From an optimization exercise on the open Yosys and OpenROAD flow, aimed at a short achievable clock period and few clock cycles; shortcuts taken in it are not production practice. The clock port is modelled as an ideal driver, which makes a skipped or thinned clock tree look cheaper than it is; a real chip needs a root buffer or a tree. Power is estimated from default activity; no workload was simulated.

## procesamiento
module procesamiento#(
		parameter n = 120,
		parameter m = 160,
		parameter AW = 15,
		parameter DW = 12
		)
		(
		clk,
		rst,
		init_procesamiento,
		proc_addr_in,
		proc_data_in,
		color,
		figure,
		done
   );
input clk;
input rst;
input init_procesamiento;
output reg [AW-1:0] proc_addr_in;
input [DW-1:0] proc_data_in;
output reg [1:0] color;
output reg [1:0] figure;
output reg done;
localparam [14:0] IDLE_ADDR = 15'd158;    
reg rst_q;
always @(posedge clk) rst_q <= rst;
reg init_q;                      
reg busy, rdv;
reg s0, s1, sA, s159, s160;      
reg s0go;                        
reg first, fin;
reg [7:0] pc;
reg [5:0] rn;                    
reg [14:0] addr_p1;              
reg lo_ones;                     
reg [14:0] an;                   
reg [14:0] bm, b0;               
reg [14:0] c159;                 
reg Snz;                         
reg fin7, fin8;                  
wire start = ~busy & init_q;
wire lastrow = rn == 6'd0;       
wire rowend = (s159 & ~Snz) | s160;
wire sel_bm = s0go | (s0 & start);
  ...
For scale: ~1,200 cells after synthesis, about 290 flip-flops, ~35 I/O pins.
==> flow/config.mk <==
export PLATFORM = sky130hd
export DESIGN_NAME = procesamiento
export DESIGN_NICKNAME = procesamiento
export VERILOG_FILES = /design/flow/design.v
export SDC_FILE = /design/flow/constraint.sdc
export NUM_CORES = 4
export LEC_CHECK = 0
export ABC_CLOCK_PERIOD_IN_PS = 1500
export CAP_MARGIN = 20
export CORE_MARGIN = 2
export CORE_UTILIZATION = 60
export PLACE_DENSITY = 0.7
export SETUP_SLACK_MARGIN = 3.5
export SLEW_MARGIN = 20
export TNS_END_PERCENT = 100
==> flow/constraint.sdc <==
create_clock -name core_clock -period 5.0 [get_ports {clk}]
set_input_delay 1.0000 -clock core_clock [delete_from_list [all_inputs] [get_ports {clk}]]
set_output_delay 1.0000 -clock core_clock [all_outputs]
set_load 0.01 [all_outputs]
standard.sh (not shown) runs the stock make flow with config.mk's settings and CLKGATE_MAP_FILE= SYNTH_SCRIPT=/design/flow/synth_recipe.tcl, a recipe that flattens the netlist after the stock synthesis.
==> flow/flow/run.sh <==
#!/bin/bash
# Standard ORFS layout, except that the clock tree is built by flow/cts_hook.tcl
# (a two-level tree of clock inverters: clock port -> 4 inverters -> leaf inverters ->
# flip-flops) in place of TritonCTS. Everything else is the standard.sh.
set -euo pipefail
export PRE_CTS_TCL="$PWD/flow/cts_hook.tcl"
bash standard.sh > "$PWD/standard_flow.log" 2>&1
Other scripts of this flow, unchanged in this note and not shown: flow/flow/cts_hook.tcl
Then changed:
--- a/flow/design.v
+++ b/flow/design.v
@@ -26,64 +26,73 @@
 localparam [14:0] IDLE_ADDR = 15'd158;    
 reg rst_q;
 always @(posedge clk) rst_q <= rst;
 reg init_q;                      
 reg busy, rdv;
 reg s0, s1, sA, s159, s160;      
 reg s0go;                        
 reg first, fin;
 reg [7:0] pc;
-reg [5:0] rn;                    
+reg [39:0] rn;                   
 reg [14:0] addr_p1;              
 reg lo_ones;                     
 reg [14:0] an;                   
 reg [14:0] bm, b0;               
 reg [14:0] c159;                 
 reg Snz;                         
 reg fin7, fin8;                  
 wire start = ~busy & init_q;
-wire lastrow = rn == 6'd0;       
+wire lastrow = rn[0];            
 wire rowend = (s159 & ~Snz) | s160;
 wire sel_bm = s0go | (s0 & start);
 wire sel_p1 = s1 | (sA & ~s159);
 wire sel_c159 = s159 & Snz;
 wire [14:0] inc = {lo_ones ? addr_p1[14:5] + 10'd1 : addr_p1[14:5], addr_p1[4:0] + 5'd1};
-wire [14:0] base = {rn, 9'd0} - {4'd0, rn, 5'd0};     
+function [14:0] row_tab;
+	input [39:0] k;
+	input integer off;           
+	integer i;
+	begin
+		row_tab = 15'd0;
+		for (i = 0; i < 40; i = i + 1)
+			row_tab = row_tab | ({15{k[i]}} & ((480 * i + off + 32768) % 32768));
+	end
+endfunction
 always @(posedge clk) init_q <= ~rst & init_procesamiento;
 always @(posedge clk) begin
 	if (sel_bm) proc_addr_in <= bm;
 	else if (sel_p1) proc_addr_in <= addr_p1;
 	else if (sel_c159) proc_addr_in <= c159;
 	else proc_addr_in <= an;
 	addr_p1 <= s0 ? b0 : inc;
 	lo_ones <= s0 ? &b0[4:0] : addr_p1[4:0] == 5'd30;
-	an <= base + 15'd158;
-	bm <= base - 15'd1;
-	b0 <= base;
-	c159 <= lastrow ? 15'd18879 : base - 15'd321;
+	an <= row_tab(rn, 158);
+	bm <= row_tab(rn, -1);
+	b0 <= row_tab(rn, 0);
+	c159 <= lastrow ? 15'd18879 : row_tab(rn, -321);
 end
 always @(posedge clk) begin
 	if (rst_q) begin
 		busy <= 0; rdv <= 0;
 		s0 <= 1; s1 <= 0; sA <= 0; s159 <= 0; s160 <= 0; s0go <= 0;
 		first <= 1; fin <= 0;
-		pc <= 0; rn <= 0;
+		pc <= 0; rn <= 40'd1;
 	end else begin
 		if (fin8) busy <= 0;
 		if (start) begin busy <= 1; rdv <= 1; end
 		if (s0 & (rdv | start)) begin
 			if (fin) begin
 				rdv <= 0; first <= 1; fin <= 0;
 			end else begin
 				s0 <= 0; s1 <= 1;
 			end
 		end
-		if (sel_bm) rn <= (rn == 6'd39) ? 6'd0 : rn + 6'd1;
+		if (sel_bm) rn <= {rn[38:0], rn[39]};
 		if (s1) begin
 			s1 <= 0; sA <= 1;
 		end
 		pc <= s1 ? 8'd3 : pc + 8'd1;
 		if (sA & ~s159) s159 <= (pc == 8'd159);
 		if (sel_c159) begin
 			sA <= 0; s159 <= 0; s160 <= 1;
 		end
 		s0go <= rowend & ~lastrow;
The changed run finished with timing, DRC and antenna clean. Fmax rose by 13%. Setup slack is better by 0.24 ns. Sequential share of layout area rose by 3.5 points. Sequential cell count rose by 36. Via count rose by 17%. Design area rose by 3.5%. Total power fell by 0.60%. Die area rose by 9.5%. Synthesized area rose by 9.8%. Hold slack is better by 0.0056 ns. Global-route usage rose by 1.9 points.
Function was not checked in any run of this note: the RTL went through the layout flow alone. In every run of this note, the design's own scripts or RTL, not TritonCTS, make the clock network.

==> port drivers added, routing unchanged <==
Ports are ideal in the flow. The routed layouts listed here were re-timed in OpenROAD.
Step 1 (the two cells are an assumption about what drives the block):
set clk [get_ports {clk}]
set_driving_cell -lib_cell sky130_fd_sc_hd__clkbuf_16 $clk
set_driving_cell -lib_cell sky130_fd_sc_hd__buf_2 [delete_from_list [all_inputs] $clk]
Step 2 adds t to the input delays and takes it off the output delays; t is the mean of the earliest and latest rising clock arrival at the registers after step 1. Input paths then give back, and output paths get back, about the clock's delay inside the block.
Three values: no drivers, after step 1, after step 2; two values: the first two.
run	t, ns	slack for setup (ns)	worst setup path at the end
the first run	0.377	2.886 / 2.885 / 2.885	register to register
the second run	0.384	3.124 / 3.124 / 3.124	register to register
After both steps setup and hold are still met in every run listed. The setup slack of the first run, which loses most, moves by -0.001 ns with the drivers and by -0.001 ns with both steps.
